This design comes from an exercise in tuning for small area, a short achievable clock period and few clock cycles per item on the open sky130 flow, not from production work. In this exercise RTL edits were held to simulation tests only and were not proved equivalent to the original. Power figures rest on the tool's default switching activity, not on a simulated workload.

==> inputs of run a <==
## gan_v3
module gan_v3 #(parameter WIDTH=32)
(
    input wire clk,
    input wire rst,
    input wire signed [WIDTH-1:0] data_in,
    input wire [7:0] addr,
    input wire we,
    input wire start,
    output reg signed [WIDTH-1:0] data_out,
    output reg data_valid
);
==> flow/config.mk <==
export PLATFORM = sky130hd
export DESIGN_NAME = gan_v3
export DESIGN_NICKNAME = gan_v3
export VERILOG_FILES = /design/flow/design.v
export SDC_FILE = /design/flow/constraint.sdc
export NUM_CORES = 4
export LEC_CHECK = 0
export ABC_CLOCK_PERIOD_IN_PS = 3000
export CAP_MARGIN = 20
export CORE_MARGIN = 2
export CORE_UTILIZATION = 60
export CTS_CLUSTER_DIAMETER = 60
export CTS_CLUSTER_SIZE = 26
export SETUP_SLACK_MARGIN = 5
export SLEW_MARGIN = 20
==> flow/constraint.sdc <==
create_clock -name core_clock -period 10.0 [get_ports {clk}]
set_input_delay 2.0000 -clock core_clock [delete_from_list [all_inputs] [get_ports {clk}]]
set_output_delay 2.0000 -clock core_clock [all_outputs]
set_load 0.01 [all_outputs]
standard.sh (not shown) runs the stock make flow with config.mk's settings and CLKGATE_MAP_FILE= SYNTH_SCRIPT=/design/flow/synth_recipe.tcl, a recipe that flattens the netlist after the stock synthesis.
==> flow/flow/run.sh <==
#!/bin/bash
set -euo pipefail
bash standard.sh SETUP_SLACK_MARGIN=6.7 finish > standard_flow.log 2>&1
==> inputs of run b, as changes to run a <==
==> flow/flow/run.sh (replaced) <==
#!/bin/bash
set -euo pipefail
bash standard.sh SETUP_SLACK_MARGIN=6.6 finish > standard_flow.log 2>&1
Settings changed: CORE_UTILIZATION 60 to 55, CTS_CLUSTER_SIZE 26 to 20.
==> summary of the runs <==
- Against run a, the via count of run b is smaller by 0.38%.
- In run a the register-to-register slack is worse than in run b, by 60 ps.
- Against run b, the combinational power of run a is lower by about 7%.
- Of run b and run a, run a has the higher critical path depth (gap 1).
- Count of clock-buffer cells in the layout: run a is lower than run b (40).
==> figures <==
item                                                       run b      run a
Met2 global-route usage                                    0.631      0.671
Total inserted antenna cells                                  45         35
Number of placed instances, taps included                  10400      10200
Worst endpoint data arrival time                         4130 ps    4180 ps
Detailed-router iteration count before antenna repair          7          6
Min Hold Slack                                            330 ps     323 ps
Fraction of layout cells with a size suffix above 1        0.126      0.130
Upper clock frequency limit                            0.289 GHz  0.284 GHz
Longest individual stage delay on the worst path          730 ps     940 ps
Switching pwr                                          0.00588 W  0.00598 W
Placer Congestion                                          0.897      0.894
Outcome                                 timing/DRC/antenna clean  timing/DRC/antenna clean
Testbench counts of run a, summed over its fixed seeds: cycles 13,728, inferences 96.
Testbench counts of run b, summed over its fixed seeds: cycles 13,728, inferences 96.

* * *

==> job 966 <==
gan_v3, a different RTL version from the one above (not shown whole).
Design gan_v3, start of the top module:
module gan_v3 #(parameter WIDTH=32)
(
    input wire clk,
    input wire rst,
    input wire signed [WIDTH-1:0] data_in,
    input wire [7:0] addr,
    input wire we,
    input wire start,
    output reg signed [WIDTH-1:0] data_out,
    output reg data_valid
);
    reg        r_we;
    reg [7:0]  r_addr;
    reg [31:0] r_data;
    reg        r_rst;
    reg        loading;       
    reg        running;       
    reg [6:0]  step;
    reg [31:0] x [0:3];
    reg [31:0] w [0:53];
    reg [31:0] b [0:18];      
    reg        c0_v, c0_first, c0_last, c0_f0; reg [53:0] c0_wsel; reg [4:0] c0_src; reg [4:0] c0_b; reg [2:0] c0_oc;
    reg        c1_v, c1_first, c1_last; reg [4:0] c1_b; reg [2:0] c1_oc;
    reg        c2_first, c2_last; reg [4:0] c2_b; reg [2:0] c2_oc;
    reg        c3_last; reg [4:0] c3_b; reg [2:0] c3_oc;
    reg [31:0] opa;
    reg [31:0] br1;
    reg [31:0] acc_s, acc_c;
    wire [31:0] acc = acc_s + acc_c;
    wire [31:0] yfwd = acc[31] ? 32'd0 : acc;
    reg        m_v, m_first, m_last, m_f0; reg [5:0] m_w; reg [4:0] m_src; reg [4:0] m_b; reg [2:0] m_oc;
    always @(*) begin
        {m_v, m_w, m_src, m_f0, m_first, m_last, m_b, m_oc} = 0;
        case (step)
            7'd0: {m_v, m_w, m_src, m_f0, m_first, m_last, m_b, m_oc} = {1'b1, 6'd0, 5'd12, 1'b0, 1'b1, 1'b0, 5'd0, 3'd0};
            7'd1: {m_v, m_w, m_src, m_f0, m_first, m_last, m_b, m_oc} = {1'b1, 6'd1, 5'd13, 1'b0, 1'b0, 1'b0, 5'd0, 3'd0};
            7'd2: {m_v, m_w, m_src, m_f0, m_first, m_last, m_b, m_oc} = {1'b1, 6'd2, 5'd14, 1'b0, 1'b0, 1'b0, 5'd0, 3'd0};
            7'd3: {m_v, m_w, m_src, m_f0, m_first, m_last, m_b, m_oc} = {1'b1, 6'd3, 5'd15, 1'b0, 1'b0, 1'b1, 5'd0, 3'd0};
            7'd4: {m_v, m_w, m_src, m_f0, m_first, m_last, m_b, m_oc} = {1'b1, 6'd4, 5'd12, 1'b0, 1'b1, 1'b0, 5'd1, 3'd0};
            7'd5: {m_v, m_w, m_src, m_f0, m_first, m_last, m_b, m_oc} = {1'b1, 6'd5, 5'd13, 1'b0, 1'b0, 1'b0, 5'd1, 3'd0};
            7'd6: {m_v, m_w, m_src, m_f0, m_first, m_last, m_b, m_oc} = {1'b1, 6'd6, 5'd14, 1'b0, 1'b0, 1'b0, 5'd1, 3'd0};
            7'd7: {m_v, m_w, m_src, m_f0, m_first, m_last, m_b, m_oc} = {1'b1, 6'd7, 5'd15, 1'b0, 1'b0, 1'b1, 5'd1, 3'd0};
  ...
==> flow/config.mk <==
export PLATFORM = sky130hd
export DESIGN_NAME = gan_v3
export DESIGN_NICKNAME = gan_v3
export VERILOG_FILES = /design/flow/design.v
export SDC_FILE = /design/flow/constraint.sdc
export NUM_CORES = 4
export LEC_CHECK = 0
export ABC_CLOCK_PERIOD_IN_PS = 3000
export CAP_MARGIN = 20
export CORE_MARGIN = 2
export CORE_UTILIZATION = 45
export SETUP_SLACK_MARGIN = 5
export SLEW_MARGIN = 20
==> flow/constraint.sdc <==
create_clock -name core_clock -period 10.0 [get_ports {clk}]
set_input_delay 2.0000 -clock core_clock [delete_from_list [all_inputs] [get_ports {clk}]]
set_output_delay 2.0000 -clock core_clock [all_outputs]
set_load 0.01 [all_outputs]
==> flow/flow/run.sh <==
#!/bin/bash
set -euo pipefail
bash standard.sh SETUP_SLACK_MARGIN=6.6 finish > standard_flow.log 2>&1
==> job 8109 (differences from job 966) <==
--- a/flow/design.v
+++ b/flow/design.v
@@ -7,15 +7,17 @@
     input wire we,
     input wire start,
     output reg signed [WIDTH-1:0] data_out,
     output reg data_valid
 );
     reg        r_we;
     reg [7:0]  r_addr;
-    reg [31:0] r_data;
+    reg [31:0] r_data;        
+    reg        r_neg;         
+    wire [31:0] r_val = r_neg ? 32'd0 : r_data;
     reg        r_rst;
     reg        loading;       
     reg        running;       
     reg [6:0]  step;
     reg [31:0] x [0:3];
     reg [31:0] w [0:53];
     reg [31:0] b [0:18];      
@@ -92,18 +94,20 @@
     end
     wire ld = loading | r_rst;
     wire trig = we & ~rst & ld & (addr == 8'd76);
     always @(posedge clk) begin
         r_rst <= rst;
         if (ld) begin
             r_data <= data_in;
+            r_neg <= 1'b0;
             r_addr <= addr;
             r_we <= we & ~rst;
         end else begin
-            r_data <= yfwd;
+            r_data <= acc;
+            r_neg <= acc[31];
             r_addr <= {3'd0, c3_b} + 8'd58;
             r_we <= c3_last;
         end
         if (rst | r_rst) data_valid <= 1'b0;
         else if (c3_oc == 3'd4) data_valid <= 1'b1;
         {c0_src, c0_f0, c0_first, c0_b} <= {m_src, m_f0, m_first, m_b};
         c0_wsel <= m_v ? (54'd1 << m_w) : 54'd0;    
@@ -133,17 +137,17 @@
             {c2_last, c2_oc} <= {c1_last, c1_oc};
             {c3_last, c3_oc} <= {c2_last, c2_oc};
         end
     end
     integer i;
     always @(posedge clk) begin
         if (r_we) begin
-            for (i = 0; i < 4; i = i + 1) if (r_addr == i) x[i] <= r_data;
-            for (i = 0; i < 54; i = i + 1) if (r_addr == i + 4) w[i] <= r_data;
-            for (i = 0; i < 19; i = i + 1) if (r_addr == i + 58) b[i] <= r_data;
+            for (i = 0; i < 4; i = i + 1) if (r_addr == i) x[i] <= r_val;
+            for (i = 0; i < 54; i = i + 1) if (r_addr == i + 4) w[i] <= r_val;
+            for (i = 0; i < 19; i = i + 1) if (r_addr == i + 58) b[i] <= r_val;
         end
     end
     reg [31:0] asel, wsel;
     always @(*) begin
         case (c0_src)
             5'd0: asel = b[0];
             5'd1: asel = b[1];
@@ -152,15 +156,15 @@
             5'd4: asel = b[4];
             5'd5: asel = b[9];
             5'd6: asel = b[10];
             5'd7: asel = b[11];
             5'd8: asel = b[12];
             5'd9: asel = b[13];
             5'd10: asel = b[14];
-            5'd11: asel = r_data;
+            5'd11: asel = r_val;
             5'd12: asel = x[0];
             5'd13: asel = x[1];
             5'd14: asel = x[2];
             default: asel = x[3];
         endcase
         wsel = 32'd0;
         for (i = 0; i < 54; i = i + 1) wsel = wsel | (w[i] & {32{c0_wsel[i]}});
@@ -245,18 +249,21 @@
     wire [31:0] base_c = c2_first ? 32'd0 : acc_c;
     wire [63:0] g2 = red8({br1, nrow, {s1b[31:16], 16'd0}, {s1b[15:0], 16'd0}, s1a[63:32], s1a[31:0],
                            base_c, base_s});
     always @(posedge clk) begin
         acc_s <= g2[31:0];
         acc_c <= g2[63:32];
     end
-    always @(posedge clk) begin
+    reg [31:0] dsel;
+    always @(*) begin
         case (c3_oc)
-            3'd1: data_out <= b[15];
-            3'd2: data_out <= b[16];
-            3'd3: data_out <= b[17];
-            3'd4: data_out <= yfwd;
-            3'd5: data_out <= r_data;
-            default: data_out <= b[18];
+            3'd1: dsel = b[15];
+            3'd2: dsel = b[16];
+            3'd3: dsel = b[17];
+            3'd5: dsel = r_val;
+            default: dsel = b[18];
         endcase
     end
+    always @(posedge clk) begin
+        data_out <= (c3_oc == 3'd4) ? yfwd : dsel;
+    end
 endmodule
==> flow/config.mk (replaced) <==
export PLATFORM = sky130hd
export DESIGN_NAME = gan_v3
export DESIGN_NICKNAME = gan_v3
export VERILOG_FILES = /design/flow/design.v
export SDC_FILE = /design/flow/constraint.sdc
export NUM_CORES = 4
export LEC_CHECK = 0
export ABC_CLOCK_PERIOD_IN_PS = 3000
export CAP_MARGIN = 20
export CORE_MARGIN = 2
export CORE_UTILIZATION = 50
export SETUP_SLACK_MARGIN = 5
export SLEW_MARGIN = 20
==> run_results.csv <==
group,metric,value,unit
synth,synth_top_area_share,0.6253,
finish,utilization,0.5198,
clock_network,clock-sinks,2920,
placement,dp_hpwl,243400,um
drt,wirelength,468400,um
critical_path,path_cells,"ha_4, a21o_1, a221oi_4, nor2_2, buf_4, o31ai_4, buf_6, o21ai_4, nor3b_4, xnor2_4, buf_6, buf_8, or3_4, a31oi_4",
die,die_area,267100,um2
outcome,outcome,"complete, no violations",
hold_path,hold_start,"c2_b[3]$_DFF_P_",
grt,antenna_found_initial,28,
the above is filed under job 966

==> run_results.csv <==
group,metric,value,unit
synth,synth_top_area_share,0.6247,
die,die_area,240800,um2
critical_path,path_cells,"inv_1, nor2_2, buf_4, a21oi_1, o221ai_1, a31o_2",
outcome,outcome,"complete, no violations",
finish,utilization,0.5739,
drt,wirelength,469000,um
hold_path,hold_start,"c2_b[1]$_DFF_P_",
placement,dp_hpwl,241900,um
clock_network,clock-sinks,2921,
the above is filed under job 8109

Testbench counts of job 966, summed over its fixed seeds: cycles 13,728, inferences 96.
Testbench counts of job 8109, summed over its fixed seeds: cycles 13,728, inferences 96.

[what the ideal ports hide]
The flow's constraints put no driver on any port. The routed layouts listed below were extracted and timed again, unchanged, in two steps.
Step 1 sets driving cells, clkbuf_16 on the clock port and buf_2 on the other inputs (assumed; they add their load-dependent delay and slew).
Step 2 also shifts input and output timing later by t, the mid clock arrival at the registers, as if the neighbouring blocks saw the same clock.
Three values: ideal ports, drivers, drivers and shift; two values: the first two.
run | t, ns | slack for setup (ns) | worst register clock-pin slew, ns
run a | 0.967 | 6.479 / 6.436 / 6.082 | 0.11 / 0.11
run b | 0.960 | 6.538 / 6.457 / 6.055 | 0.09 / 0.09
job 966 | 0.962 | 6.520 / 6.488 / 6.050 | 0.08 / 0.08
job 8109 | 1.040 | 6.537 / 6.450 / 5.958 | 0.07 / 0.07
After both steps setup and hold are still met in every run listed. For job 8109, which loses most, drivers alone change the setup slack by -0.087 ns; drivers and shift together by -0.579 ns.
